From an optimization exercise on the open Yosys and OpenROAD flow, aimed at small area, a short achievable clock period and few clock cycles; shortcuts taken in it are not production practice. The RTL was checked by simulation tests, not by an equivalence proof against the original design.

the reference run:
==> flow/design.v <==
`timescale 1ns / 1ps
module mips(
    input clk,
    input rst,
    output [31:0] imem_addr,
    input [31:0] imem_rdata,
    output [31:0] dmem_addr,
    output [31:0] dmem_wdata,
    output dmem_we,
    input [31:0] dmem_rdata
    );
    reg  [29:0] pc;                      
    reg         e_wr;                    
    reg         e_load;                  
    reg         e_store;                 
    reg         e_br;                    
    reg         e_bne, e_pred;
    reg  [29:0] e_alt;                   
    reg  [4:0]  e_dst;
    reg  [31:0] e_a, e_rt;
    reg         e_fa, e_fb;              
    reg  [31:0] e_bx;                    
    reg         e_bs_rev, e_bs_inv, e_bs_fwd, e_bs_reg;  
    reg         e_sub, e_uns;
    reg         e_radd, e_rslt, e_rlog;
    reg  [1:0]  e_lop;                   
    reg         e_rshr, e_rshl, e_sha;
    reg  [4:0]  e_shamt;                 
    reg         e_ss_fwd, e_ss_reg, e_ss_imm;  
    reg         m_wr, m_load, m_we;
    reg  [4:0]  m_dst;
    reg  [31:0] m_res, m_sd;
    wire [31:0] m_wdata = m_load ? dmem_rdata : m_res;
    wire [31:0] rfv [0:31];
    assign rfv[0] = 32'd0;
    genvar gi;
    generate
        for (gi = 1; gi < 32; gi = gi + 1) begin : g_rf
            reg [31:0] q;
            always @(posedge clk)
                if (m_wr && m_dst == gi) q <= m_wdata;
            assign rfv[gi] = q;
        end
    endgenerate
    wire [31:0] ins = imem_rdata;
    wire [5:0]  op  = ins[31:26];
    wire [5:0]  fn  = ins[5:0];
    wire [4:0]  rs  = ins[25:21];
    wire [4:0]  rt  = ins[20:16];
    wire [4:0]  rd  = ins[15:11];
    wire i_r   = ~op[5] & ~op[3] & ~op[2] & ~op[1];    
    wire i_j   = ~op[5] & ~op[3] & ~op[2] &  op[1];    
    wire i_br  = ~op[3] &  op[2];                      
    wire i_imm = ~op[5] &  op[3];                      
    wire i_lw  =  op[5] & ~op[3];                      
    wire i_sw  =  op[5] &  op[3];                      
    wire [4:0] dst = i_r ? rd : rt;
    wire wr    = (i_r | i_imm | i_lw) & (dst != 5'd0);
    wire use_rt = i_r | i_br | i_sw;
    wire stall = e_load & ((~i_j & (e_dst == rs)) | (use_rt & (e_dst == rt)));
    wire eq_f = (rs == rt);
    wire pred = i_br & ((eq_f ^ op[0]) | (ins[15] & ~(op[0] & eq_f)));
    wire [29:0] pc1 = pc + 30'd1;
    wire [17:0] bt_lo = {1'b0, pc[15:0], 1'b1} + {1'b0, ins[15:0], 1'b1};
    wire [13:0] pc_hp = pc[29:16] + 14'd1;
    wire [13:0] pc_hm = pc[29:16] - 14'd1;
    wire [13:0] bt_hi = (bt_lo[17] ^ ins[15]) ? (ins[15] ? pc_hm : pc_hp) : pc[29:16];
    wire [29:0] bt = {bt_hi, bt_lo[16:1]};
    wire [29:0] jt = {pc1[29:26], ins[25:0]};
    wire use_imm = i_imm | op[5];
    wire [31:0] immx = {{16{ins[15] & ~(i_imm & op[2])}}, ins[15:0]};
    wire sub = i_r ? (fn[5] & fn[1] & ~fn[2]) : (~op[5] & op[1] & ~op[2]);
    wire shl  = i_r & ~fn[5] & ~fn[1];                   
    wire b_inv = ~use_imm & sub;                         
    wire b_pos = ~use_imm & ~sub & ~shl;                 
    wire bfwd = ~use_imm & e_wr & (e_dst == rt);         
    wire [31:0] va = (m_wr && m_dst == rs) ? m_wdata : rfv[rs];
    wire [31:0] vb = (m_wr && m_dst == rt) ? m_wdata : rfv[rt];
    wire [31:0] a    = e_fa ? m_res : e_a;
    wire [31:0] rtv  = e_fb ? m_res : e_rt;
    wire [31:0] m_rev;
    wire [31:0] bx   = ({32{e_bs_rev}} & m_rev) | ({32{e_bs_inv}} & ~m_res) |
                       ({32{e_bs_fwd}} & m_res) | ({32{e_bs_reg}} & e_bx);
    wire [31:0] b    = bx;               
    wire [33:0] s2  = {1'b0, a, 1'b1} + {1'b0, bx, e_sub};
    wire [31:0] sum = s2[32:1];
    wire lt = e_uns ? ~s2[33] : ((a[31] ^ ~bx[31]) ? a[31] : sum[31]);
    wire [31:0] lres = (e_lop == 2'd0) ? (a & b) :
                       (e_lop == 2'd1) ? (a | b) :
                       (e_lop == 2'd2) ? (a ^ b) : ~(a | b);
    wire [4:0]  sh = ({5{e_ss_fwd}} & m_res[4:0]) | ({5{e_ss_reg}} & e_a[4:0]) |
                     ({5{e_ss_imm}} & e_shamt);
    wire        fill = e_sha & bx[31];
    wire [31:0] sr0 = sh[0] ? {fill, bx[31:1]} : bx;
    wire [31:0] sr1 = sh[1] ? {{2{fill}}, sr0[31:2]} : sr0;
    wire [31:0] sr2 = sh[2] ? {{4{fill}}, sr1[31:4]} : sr1;
    wire [31:0] sr3 = sh[3] ? {{8{fill}}, sr2[31:8]} : sr2;
    wire [31:0] sr  = sh[4] ? {{16{fill}}, sr3[31:16]} : sr3;
    wire [31:0] sr_rev, vb_rev;
    generate
        for (gi = 0; gi < 32; gi = gi + 1) begin : g_rev
            assign m_rev[gi]  = m_res[31 - gi];
            assign sr_rev[gi] = sr[31 - gi];
            assign vb_rev[gi] = vb[31 - gi];
        end
    endgenerate
    wire [31:0] res = ({32{e_radd}} & sum) |
                      ({32{e_rlog}} & lres) |
                      ({32{e_rshr}} & sr) |
                      ({32{e_rshl}} & sr_rev) |
                      {31'd0, e_rslt & lt};
    wire eq_rr = (e_a == e_rt);
    wire eq_fr = (m_res == e_rt);
    wire eq_rf = (e_a == m_res);
    wire eq = e_fa ? (e_fb ? 1'b1 : eq_fr) : (e_fb ? eq_rf : eq_rr);
    wire mispredict = e_br & (eq ^ e_bne ^ e_pred);
    wire go = ~mispredict & ~stall;      
    always @(posedge clk) begin
        if (!rst)
            pc <= 30'd0;
        else if (mispredict)
            pc <= e_alt;
        else if (!stall)
            pc <= i_j ? jt : (pred ? bt : pc1);
    end
    always @(posedge clk) begin
        if (!rst) begin
            e_wr    <= 1'b0;
            e_load  <= 1'b0;
            e_store <= 1'b0;
            e_br    <= 1'b0;
        end else begin
            e_wr    <= go & wr;
            e_load  <= go & wr & i_lw;
            e_store <= go & i_sw;
            e_br    <= go & i_br;
        end
        e_bne   <= op[0];
        e_pred  <= pred;
        e_alt   <= pred ? pc1 : bt;
        e_dst   <= dst;
        e_a     <= va;
        e_rt    <= vb;
        e_fa    <= e_wr & (e_dst == rs);
        e_fb    <= e_wr & (e_dst == rt);
        e_bs_rev <= bfwd & shl;
        e_bs_inv <= bfwd & sub;
        e_bs_fwd <= bfwd & ~shl & ~sub;
        e_bs_reg <= ~bfwd;
        e_bx    <= ({32{shl}} & vb_rev) | ({32{b_inv}} & ~vb) | ({32{b_pos}} & vb) |
                   ({32{use_imm}} & (immx ^ {32{sub}}));
        e_sub   <= sub;
        e_uns   <= i_r ? fn[0] : op[0];
        e_radd  <= i_r ? (fn[5] & ~fn[3] & ~fn[2]) : (op[5] | (~op[2] & ~op[1]));
        e_rslt  <= i_r ? (fn[5] & fn[3]) : (~op[5] & ~op[2] & op[1]);
        e_rlog  <= i_r ? (fn[5] & ~fn[3] & fn[2]) : (~op[5] & op[2]);
        e_rshr  <= i_r & ~fn[5] & fn[1];
        e_rshl  <= i_r & ~fn[5] & ~fn[1];
        e_shamt  <= ins[10:6];
        e_ss_fwd <= fn[2] & e_wr & (e_dst == rs);
        e_ss_reg <= fn[2] & ~(e_wr & (e_dst == rs));
        e_ss_imm <= ~fn[2];
        e_lop   <= i_r ? fn[1:0] : op[1:0];
        e_sha   <= fn[0];
    end
    always @(posedge clk) begin
        if (!rst) begin
            m_wr   <= 1'b0;
            m_load <= 1'b0;
            m_we   <= 1'b0;
        end else begin
            m_wr   <= e_wr;
            m_load <= e_load;
            m_we   <= e_store;
        end
        m_dst <= e_dst;
        m_res <= res;
        m_sd  <= rtv;
    end
    assign imem_addr  = {pc, 2'b00};
    assign dmem_addr  = m_res;
    assign dmem_wdata = m_sd;
    assign dmem_we    = m_we;
endmodule
Settings: LEC_CHECK=0, CAP_MARGIN=20, CORE_MARGIN=2, CORE_UTILIZATION=50, PLACE_DENSITY=0.65, SETUP_SLACK_MARGIN=3.5, SLEW_MARGIN=20; clock period 7.0 ns.
standard.sh (not shown) runs the stock make flow with config.mk's settings and CLKGATE_MAP_FILE= SYNTH_SCRIPT=/design/flow/synth_recipe.tcl, a recipe that flattens the netlist after the stock synthesis.
==> flow/flow/run.sh <==
#!/bin/bash
# Layout flow: the standard flow (standard.sh) with two settings added on
# the make command line:
#  - ADDER_MAP_FILE is emptied, so Yosys leaves the adders to abc as plain
#    gates instead of mapping them to the slow ha/fa cells;
#  - the port buffers are buf_4 cells instead of the delay buffer that
#    buffer_ports picks by default.
# Make's output goes to standard_run.log here; ORFS keeps each tool's log
# under orfs/logs.
set -e
cp standard.sh standard_sh_copy.log
bash standard.sh ADDER_MAP_FILE= \
    "BUFFER_PORTS_ARGS=-buffer_cell sky130_fd_sc_hd__buf_4" \
    finish > standard_run.log 2>&1
Testbench counts of the reference run, summed over its fixed seeds: cycles 88,525.
## Diff of input files: the trial run against the reference run
-- flow/design.v --
<<< the reference run, line 26
    reg  [1:0]  e_lop;                   
    reg         e_rshr, e_rshl, e_sha;
    reg  [4:0]  e_shamt;                 
    reg         e_ss_fwd, e_ss_reg, e_ss_imm;  
    reg         m_wr, m_load, m_we;
    reg  [4:0]  m_dst;
>>> the trial run, line 26
    reg  [1:0]  e_lop;                   
    reg         e_rshr, e_rshl, e_sha;
    reg  [4:0]  e_sh;                    
    reg         e_shfa;                  
    reg         m_wr, m_load, m_we;
    reg  [4:0]  m_dst;
<<< the reference run, line 72
    wire sub = i_r ? (fn[5] & fn[1] & ~fn[2]) : (~op[5] & op[1] & ~op[2]);
    wire shl  = i_r & ~fn[5] & ~fn[1];                   
    wire b_inv = ~use_imm & sub;                         
    wire b_pos = ~use_imm & ~sub & ~shl;                 
    wire bfwd = ~use_imm & e_wr & (e_dst == rt);         
    wire [31:0] va = (m_wr && m_dst == rs) ? m_wdata : rfv[rs];
>>> the trial run, line 72
    wire sub = i_r ? (fn[5] & fn[1] & ~fn[2]) : (~op[5] & op[1] & ~op[2]);
    wire shl  = i_r & ~fn[5] & ~fn[1];                   
    wire bfwd = ~use_imm & e_wr & (e_dst == rt);         
    wire [31:0] va = (m_wr && m_dst == rs) ? m_wdata : rfv[rs];
<<< the reference run, line 89
                       (e_lop == 2'd1) ? (a | b) :
                       (e_lop == 2'd2) ? (a ^ b) : ~(a | b);
    wire [4:0]  sh = ({5{e_ss_fwd}} & m_res[4:0]) | ({5{e_ss_reg}} & e_a[4:0]) |
                     ({5{e_ss_imm}} & e_shamt);
    wire        fill = e_sha & bx[31];
    wire [31:0] sr0 = sh[0] ? {fill, bx[31:1]} : bx;
>>> the trial run, line 87
                       (e_lop == 2'd1) ? (a | b) :
                       (e_lop == 2'd2) ? (a ^ b) : ~(a | b);
    wire [4:0]  sh = e_shfa ? m_res[4:0] : e_sh;
    wire        fill = e_sha & bx[31];
    wire [31:0] sr0 = sh[0] ? {fill, bx[31:1]} : bx;
<<< the reference run, line 148
        e_bs_fwd <= bfwd & ~shl & ~sub;
        e_bs_reg <= ~bfwd;
        e_bx    <= ({32{shl}} & vb_rev) | ({32{b_inv}} & ~vb) | ({32{b_pos}} & vb) |
                   ({32{use_imm}} & (immx ^ {32{sub}}));
        e_sub   <= sub;
        e_uns   <= i_r ? fn[0] : op[0];
>>> the trial run, line 145
        e_bs_fwd <= bfwd & ~shl & ~sub;
        e_bs_reg <= ~bfwd;
        e_bx    <= shl ? vb_rev : ((use_imm ? immx : vb) ^ {32{sub}});
        e_sub   <= sub;
        e_uns   <= i_r ? fn[0] : op[0];
<<< the reference run, line 157
        e_rshr  <= i_r & ~fn[5] & fn[1];
        e_rshl  <= i_r & ~fn[5] & ~fn[1];
        e_shamt  <= ins[10:6];
        e_ss_fwd <= fn[2] & e_wr & (e_dst == rs);
        e_ss_reg <= fn[2] & ~(e_wr & (e_dst == rs));
        e_ss_imm <= ~fn[2];
        e_lop   <= i_r ? fn[1:0] : op[1:0];
        e_sha   <= fn[0];
>>> the trial run, line 153
        e_rshr  <= i_r & ~fn[5] & fn[1];
        e_rshl  <= i_r & ~fn[5] & ~fn[1];
        e_sh    <= fn[2] ? va[4:0] : ins[10:6];
        e_shfa  <= fn[2] & e_wr & (e_dst == rs);
        e_lop   <= i_r ? fn[1:0] : op[1:0];
        e_sha   <= fn[0];
Going from the reference run to the trial run, least setup slack across all paths after layout shrinks by 0.053 ns.
Both conditions hold for the trial run: the flow ran to the end and the final layout passed the timing, DRC and antenna checks.
met2 wirelength from detailed routing for the trial run is higher than for the reference run.
The trial run — area growth from synthesis to layout 0.61 points lower, the reference run as reference
Summary of the trial run over the reference run: final area now sits lower; number of clock buffers in the layout -2.
The trial run vs. the reference run: switching part of the total went up 0.33 points, slew at the pin closest to its max-slew limit shrank by 0.0064 ns, die area flat.
Testbench counts of the trial run, summed over its fixed seeds: cycles 88,525.

## what the ideal ports hide
Ports are ideal in the flow. The routed layouts listed here were re-timed in OpenROAD. Step 1 assumes that a clkbuf_16 drives the clock port and a buf_2 every other input. Step 2 adds t to the input delays and takes it off the output delays; t is the mean of the earliest and latest rising clock arrival at the registers after step 1. Input paths then give back, and output paths get back, about the clock's delay inside the block. a / b / c = no drivers / after step 1 / after step 2; a / b = the first two.
run	t, ns	setup slack, ns	worst register clock-pin slew, ns
the reference run	0.861	3.330 / 3.376 / 2.515	0.07 / 0.07
the trial run	0.847	3.277 / 3.317 / 2.470	0.07 / 0.07
After both steps every run listed still meets setup and hold. For the reference run, which loses most, drivers alone change the setup slack by +0.046 ns; drivers and shift together by -0.815 ns.
